Source: an optimization exercise on an open RTL-to-GDS flow (aim: small area, a short achievable clock period and few clock cycles). Production flows keep margins and buffers that such runs may drop. Function was checked by simulation only, so behaviour that the tests miss may differ from the original. No activity file was given, so power comes from the tool's default toggle rates.

Setup of v18:
// pipeline
module pipeline (
  input  logic        CLK, nRST,
  output logic        halt,
  input  logic [1:0]  ramstate,
  input  logic [31:0] ramload,
  output logic [31:0] memaddr,
  output logic        memREN,
  output logic        memWEN,
  output logic [31:0] memstore
);
Size in the first run: about 1200 flip-flops, roughly 100 I/O pins, roughly 54000 um2 of cells after synthesis.
make LEC_CHECK=0 CAP_MARGIN=50 CORE_MARGIN=2 CORE_UTILIZATION=55 CTS_CLUSTER_DIAMETER=80 CTS_CLUSTER_SIZE=20 PLACE_DENSITY=0.7 SETUP_SLACK_MARGIN=5 SLEW_MARGIN=70 finish   # period 12.0 ns
run.sh (not shown) runs the stock make flow with config.mk's settings and CLKGATE_MAP_FILE= SYNTH_SCRIPT=/design/flow/synth_recipe.tcl, a recipe that flattens the netlist after the stock synthesis.
Testbench counts of v18, summed over its fixed seeds: cycles 104,983.
[inputs] v37 vs v18
--- a/flow/design.v
+++ b/flow/design.v
@@ -45,20 +45,21 @@
   logic        dm;         
   logic [4:0]  lrt;        
   logic        halt_r;
   logic        ev;
   logic [4:0]  ewsel;
   logic [31:0] a, b;       
   logic [4:0]  sa;         
   logic        e_sub, e_left;
   logic        e_sum, e_slt, e_sltu, e_and, e_or, e_xor, e_nor, e_sh, e_b;
   logic [31:0] rf [1:31];
+  logic [31:1] rvalid;
   logic [5:0]  op, fn;
   logic [4:0]  rs, rt, rd;
   logic [15:0] imm;
   assign op  = ir[31:26];
   assign fn  = ir[5:0];
   assign rs  = ir[25:21];
   assign rt  = ir[20:16];
   assign rd  = ir[15:11];
   assign imm = ir[15:0];
   logic is_r, is_jr, is_jal, is_beq, is_bne, is_br, is_immop, is_lui,
@@ -184,42 +185,44 @@
                ({32{e_xor}}  & (a ^ b)) |
                ({32{e_nor}}  & ~(a | b)) |
                ({32{e_sh}}   & sh) |
                ({32{e_b}}    & b);
   logic        wen;
   logic [4:0]  wsel;
   logic [31:0] wdata;
   assign wen   = dm ? (acc && !st) : ev;
   assign wsel  = dm ? lrt : ewsel;
   assign wdata = dm ? ramload : res;
-  logic        clr;
-  logic [31:0] wdata_c;
-  assign clr     = !nRST;
-  assign wdata_c = wdata & {32{nRST}};
   always_ff @(posedge CLK)
     for (int i = 1; i < 32; i++)
-      if (clr || (wen && wsel == 5'(i)))
-        rf[i] <= wdata_c;
+      if (wen && wsel == 5'(i)) rf[i] <= wdata;
+  logic [31:1] rvalid_n;
+  always_comb
+    for (int i = 1; i < 32; i++)
+      rvalid_n[i] = rvalid[i] || (wen && wsel == 5'(i));
+  always_ff @(posedge CLK, negedge nRST)
+    if (!nRST) rvalid <= '0;
+    else       rvalid <= rvalid_n;
   logic [4:0] raddr_nx;
   assign raddr_nx = raddr_ld ? raddr_n : raddr;
   logic [31:1] rsel_nx;
   always_comb
     for (int i = 1; i < 32; i++)
       if (fdone && daccept)
         rsel_nx[i] = f_rt ? (ramload[20:16] == 5'(i)) : (ramload[25:21] == 5'(i));
       else if (dstep && !dph && two)
         rsel_nx[i] = (sra == 5'(i));
       else
         rsel_nx[i] = (raddr == 5'(i));
   always_ff @(posedge CLK) begin
     raddr <= raddr_nx;
-    rse <= rsel_nx;
+    for (int i = 1; i < 32; i++) rse[i] <= rsel_nx[i] && rvalid_n[i];
   end
   logic dm_nx, st_nx, halt_nx, dv_nx, halt_ir_nx;
   assign dm_nx      = dm ? !acc : (dstep && ((!dph && is_lw) || (dph && is_sw)));
   assign st_nx      = dm ? (st && !acc) : (dstep && dph && is_sw);
   assign halt_nx    = halt_r || (dstep && is_halt);
   assign dv_nx      = daccept ? (fdone && !redirect && !fj) : dv;
   assign halt_ir_nx = (fdone && daccept) ? (ramload[31:26] == 6'b111111) : is_halt;
   logic e_go;    
   assign e_go = dstep && ((dph && r_alu) || (!dph && (is_immop || is_jal)));
   always_ff @(posedge CLK, negedge nRST) begin
@@ -253,35 +256,35 @@
         halt_r <= 1'b1;
     end
   end
   always_ff @(posedge CLK) begin
     if (fdone && daccept)
       ir <= ramload;
     if (dstep && !dph) begin
       daddr <= dsum;
       lrt   <= rt;
     end
-    a  <= rdata;
-    sa <= rdata[4:0];
     if (dstep) begin
+      a  <= rdata;
+      sa <= rdata[4:0];
       if (dph && is_sw)
         b <= rdata;                        
       else if (dph)
         b <= {32{f_sub | f_slt | f_sltu}} ^ (f_sll ? brev : b);
       else if (two)
         b <= rdata;                        
       else if (is_jal)
         b <= {npc, 2'b00};
       else
         b <= {32{f_slt | f_sltu}} ^ immy;
     end
-    begin
+    if (e_go) begin
       ewsel  <= dph ? rd : (is_jal ? 5'd31 : rt);
       e_sub  <= f_sub | f_slt | f_sltu;
       e_left <= f_sll;
       e_sum  <= f_add | f_sub;
       e_slt  <= f_slt;
       e_sltu <= f_sltu;
       e_and  <= f_and;
       e_or   <= f_or;
       e_xor  <= f_xor;
       e_nor  <= f_nor;
- In the reports for v18 and v37, the larger average size of a mapped cell belongs to v37.
- v37: share of total power consumed by net switching is 2.1 points lower than what v18 reported.
- The run showing the smaller overall via count from detail_route is v18.
- Changes observed in v37 relative to v18: final cell count moved up; area fraction in compound gates after synthesis shrank by 0.45 points.
- Of the two values seen for top routing layer in use, met5 was produced by v37 and met4 by v18.
- Taking v18 as the reference, in v37 total global-route track usage shows no meaningful change; minimum hold slack shows a reduction of 0.13 ns.
- v37 ended up with npc[31]$_DFFE_PN0P_ as its end point of the critical path; v18 ended up with npc[20]$_DFFE_PN0P_.
Testbench counts of v37, summed over its fixed seeds: cycles 104,983.

static timing again, ports no longer ideal:
How much do the figures lean on ideal ports? The routed layouts below were timed once more, with nothing changed but the port constraints.
Step 1 sets driving cells, clkbuf_16 on the clock port and buf_2 on the other inputs (assumed; they add their load-dependent delay and slew).
Step 2 also shifts input and output timing later by t, the mid clock arrival at the registers, as if the neighbouring blocks saw the same clock.
Slacks: ideal ports / drivers / drivers and shift; pairs: ideal ports / drivers.
run	t, ns	slack for setup (ns)	worst setup path at the end
v18	0.740	6.661 / 6.661 / 6.661	register to register
v37	0.745	6.656 / 6.656 / 6.340	input to register
After both steps every run listed still meets setup and hold. For v37, which loses most, drivers alone change the setup slack by 0.000 ns; drivers and shift together by -0.316 ns.
